What follows belongs to an exercise in optimizing a design on an open flow for small area and a short achievable clock period; a production flow would make more cautious choices.
In this exercise RTL edits were held to simulation tests only and were not proved equivalent to the original.

## run A
Design Correlation_32, start of the top module:
module Correlation_32(
    input [31:0] Num_1,
    input [31:0] Num_2,
    input [31:0] Num_3,
    input [31:0] Num_4,
    input [31:0] Num_5,
    input [31:0] Num_6,
    input [31:0] Num_7,
    input [31:0] Num_8,
    input [31:0] Num_9,
    input [31:0] Num_10,
    input [31:0] Num_11,
    input [31:0] Num_12,
    input [31:0] Num_13,
    input [31:0] Num_14,
    input [31:0] Num_15,
    input [31:0] Num_16,
    input [31:0] Target_Num,
    input Clock,
    input Reset,
    output reg [3:0] Out_4
    );
==> flow/config.mk <==
export PLATFORM = sky130hd
export DESIGN_NAME = Correlation_32
export DESIGN_NICKNAME = Correlation_32
export VERILOG_FILES = /design/flow/design.v
export SDC_FILE = /design/flow/constraint.sdc
export NUM_CORES = 4
export LEC_CHECK = 0
export CAP_MARGIN = 20
export CORE_MARGIN = 2
export CORE_UTILIZATION = 60
export CTS_BUF_LIST = sky130_fd_sc_hd__clkbuf_2
export SLEW_MARGIN = 20
export SYNTH_HIERARCHICAL = 1
export SYNTH_MINIMUM_KEEP_SIZE = 0
==> flow/constraint.sdc <==
create_clock -name core_clock -period 50.0 [get_ports {Clock}]
set_input_delay 10.0000 -clock core_clock [delete_from_list [all_inputs] [get_ports {Clock}]]
set_output_delay 10.0000 -clock core_clock [all_outputs]
set_load 0.01 [all_outputs]
standard.sh (not shown) runs the stock make flow with config.mk's settings and CLKGATE_MAP_FILE= SYNTH_SCRIPT=/design/flow/synth_recipe.tcl, a recipe that flattens the netlist after the stock synthesis.
==> flow/flow/run.sh <==
#!/bin/bash
# Standard ORFS layout (the standard.sh), with the port buffers made from the
# smallest buffer cell, and timing repair aiming for 32.9 ns of setup slack.
set -euo pipefail
export BUFFER_PORTS_ARGS="-buffer_cell sky130_fd_sc_hd__buf_1"
export SETUP_SLACK_MARGIN=32.9
bash standard.sh > standard.log 2>&1
Having completed the whole flow, run A delivered a layout that passed the timing, DRC and antenna checks.
Setup changes, run A to run B
--- a/flow/flow/run.sh
+++ b/flow/flow/run.sh
@@ -3 +3 @@
-# smallest buffer cell, and timing repair aiming for 32.9 ns of setup slack.
+# smallest buffer cell, and timing repair aiming for 33.2 ns of setup slack.
@@ -6 +6 @@
-export SETUP_SLACK_MARGIN=32.9
+export SETUP_SLACK_MARGIN=33.2
- Cmp run B vs run A: final standard cell area without fillers higher in run B
- Sort run A and run B by post-CTS resize count, ascending, and run A comes first.
- On total clock buffers created by CTS, run B tracks run A almost exactly.
- Summary of run B over run A: minimum clock period decreased by 0.17 ns relative to the old numbers.
Inputs modified between run B and run C:
# run B
export LEC_CHECK = 0
export CAP_MARGIN = 20
export CORE_MARGIN = 2
export CORE_UTILIZATION = 60
export CTS_BUF_LIST = sky130_fd_sc_hd__clkbuf_2
export SLEW_MARGIN = 20
export SYNTH_HIERARCHICAL = 1
export SYNTH_MINIMUM_KEEP_SIZE = 0
create_clock -name core_clock -period 50.0 [get_ports {Clock}]
# run C
export LEC_CHECK = 0
export CAP_MARGIN = 20
export CORE_MARGIN = 2
export CORE_UTILIZATION = 55
export CTS_BUF_LIST = sky130_fd_sc_hd__clkbuf_2
export SLEW_MARGIN = 20
export SYNTH_HIERARCHICAL = 1
export SYNTH_MINIMUM_KEEP_SIZE = 0
create_clock -name core_clock -period 50.0 [get_ports {Clock}]
--- a/flow/flow/run.sh
+++ b/flow/flow/run.sh
@@ -3 +3 @@
-# smallest buffer cell, and timing repair aiming for 33.2 ns of setup slack.
+# smallest buffer cell, and timing repair aiming for 32.9 ns of setup slack.
@@ -6 +6 @@
-export SETUP_SLACK_MARGIN=33.2
+export SETUP_SLACK_MARGIN=32.9
Findings:
Run C reached the end of the flow, and the finished layout is clean on the timing, DRC and antenna checks. Per the final summary, run B finished and its layout is clean on timing, DRC and antenna. There was hardly any difference in sequential portion of the cell area between run B and run C. As far as post-route antenna net violation count goes, run C and run B are indistinguishable; the numbers are identical. In run C, the cell area came out 6.2% below the value in run B. Target_Num[5] as the worst setup path startpoint was reported by run C, and Target_Num[14] by run B. The core footprint in run C sits 2800 um2 above the value recorded for run B. For the fmax, run C came in about 1.1% lower than run B did. Changes observed in run C relative to run B: area added between synthesis and finish -7.6 points; final cycle utilization of the critical path climbed 0.36 points.

Another version of the RTL of Correlation_32 (not shown whole).
Size in the first run: about 1500 cells after synthesis, about 4 flip-flops, about 550 I/O pins.
export LEC_CHECK = 0
export CAP_MARGIN = 20
export CORE_MARGIN = 2
export CORE_UTILIZATION = 60
export CTS_BUF_LIST = sky130_fd_sc_hd__clkbuf_2
export PLACE_DENSITY = 0.85
export SLEW_MARGIN = 20
export SYNTH_HIERARCHICAL = 1
export SYNTH_MINIMUM_KEEP_SIZE = 0
create_clock -name core_clock -period 50.0 [get_ports {Clock}]
==> flow/flow/run.sh <==
#!/bin/bash
# Standard ORFS layout (the standard.sh), with the port buffers made from the
# smallest buffer cell, and timing repair aiming for 32.5 ns of setup slack.
set -euo pipefail
export BUFFER_PORTS_ARGS="-buffer_cell sky130_fd_sc_hd__buf_1"
export SETUP_SLACK_MARGIN=32.5
bash standard.sh > standard.log 2>&1
Then changed:
Settings changed: CORE_ASPECT_RATIO set to 0.3, CORE_UTILIZATION 60 to 75, PLACE_DENSITY 0.85 to unset.
Result: Fmax goes down slightly; via count goes up by roughly a tenth; wire length rose by roughly a tenth; non-clock buffer count falls by 2; synthesized cell count does not change; cell area is higher slightly; clock-buffer cell count does not change.
Then changed:
==> flow/flow/run.sh (replaced) <==
#!/bin/bash
# Standard ORFS layout (the standard.sh), with the port buffers made from the
# smallest buffer cell, and timing repair aiming for 32.7 ns of setup slack.
set -euo pipefail
export BUFFER_PORTS_ARGS="-buffer_cell sky130_fd_sc_hd__buf_1"
export SETUP_SLACK_MARGIN=32.7
bash standard.sh > standard.log 2>&1
Settings changed: CORE_ASPECT_RATIO 0.3 to unset, CORE_UTILIZATION 75 to 60.
Via count decreases by roughly a tenth.
Synthesized area does not change.
Design area increases slightly.
Die area increases by a quarter to a third.
Utilization decreases by 18 points.
Wire length decreases by roughly a tenth.
Setup slack improved by 280 ps.
Cell count increases by a few percent.
Clock-buffer cell count is unchanged.
Fmax increases slightly.
First-iteration DRC count decreases by well over a third.
Then changed:
==> flow/flow/run.sh (replaced) <==
#!/bin/bash
# Standard ORFS layout (the standard.sh), with the port buffers made from the
# smallest buffer cell, and timing repair aiming for 32.5 ns of setup slack.
set -euo pipefail
export BUFFER_PORTS_ARGS="-buffer_cell sky130_fd_sc_hd__buf_1"
export SETUP_SLACK_MARGIN=32.5
bash standard.sh > standard.log 2>&1
Settings changed: CORE_UTILIZATION 60 to 80, CTS_BUF_LIST sky130_fd_sc_hd__clkbuf_2 to unset.
The changed run stopped in I/O pin placement.
Area after synthesis does not change.
Synthesized cell count does not change.
Then changed:
Settings changed: CORE_UTILIZATION 80 to 60.
Effect:
- With this change the flow passed the timing, DRC and antenna checks
- synthesized cell count does not change
- area after synthesis stays the same

==> separate check: timing with driven ports <==
The results above use ideal ports. As a check the final layouts listed here were re-extracted and re-timed, cells and wires unchanged. Step 1 assumes that a clkbuf_16 drives the clock port and a buf_2 every other input. Step 2 adds t to the input delays and takes it off the output delays; t is the mean of the earliest and latest rising clock arrival at the registers after step 1. Input paths then give back, and output paths get back, about the clock's delay inside the block. a / b / c = ideal ports / drivers / drivers and shift; a / b = the first two.
| run | shift t [ns] | setup slack, ns | hold slack, ns | worst setup path at the end |
|---|---|---|---|---|
| run A | 0.236 | 33.137 / 33.106 / 32.870 | 9.652 / 9.655 / 9.891 | input to register |
| run B | 0.237 | 33.306 / 33.248 / 33.011 | 9.655 / 9.657 / 9.895 | input to register |
| run C | 0.246 | 33.125 / 33.116 / 32.869 | 9.654 / 9.650 / 9.897 | input to register |
| the first run of note 2 | 0.228 | 32.622 / 32.600 / 32.372 | 9.685 / 9.675 / 9.903 | input to register |
| the second run of note 2 | 0.230 | 32.505 / 32.471 / 32.240 | 9.646 / 9.649 / 9.880 | input to register |
| the third run of note 2 | 0.240 | 32.782 / 32.756 / 32.515 | 9.692 / 9.680 / 9.920 | input to register |
| the fifth run of note 2 | 0.264 | 32.661 / 32.658 / 32.394 | 9.675 / 9.656 / 9.919 | input to register |
After both steps setup and hold are still met in every run listed. The setup slack of run B, which loses most, moves by -0.058 ns with the drivers and by -0.295 ns with both steps.
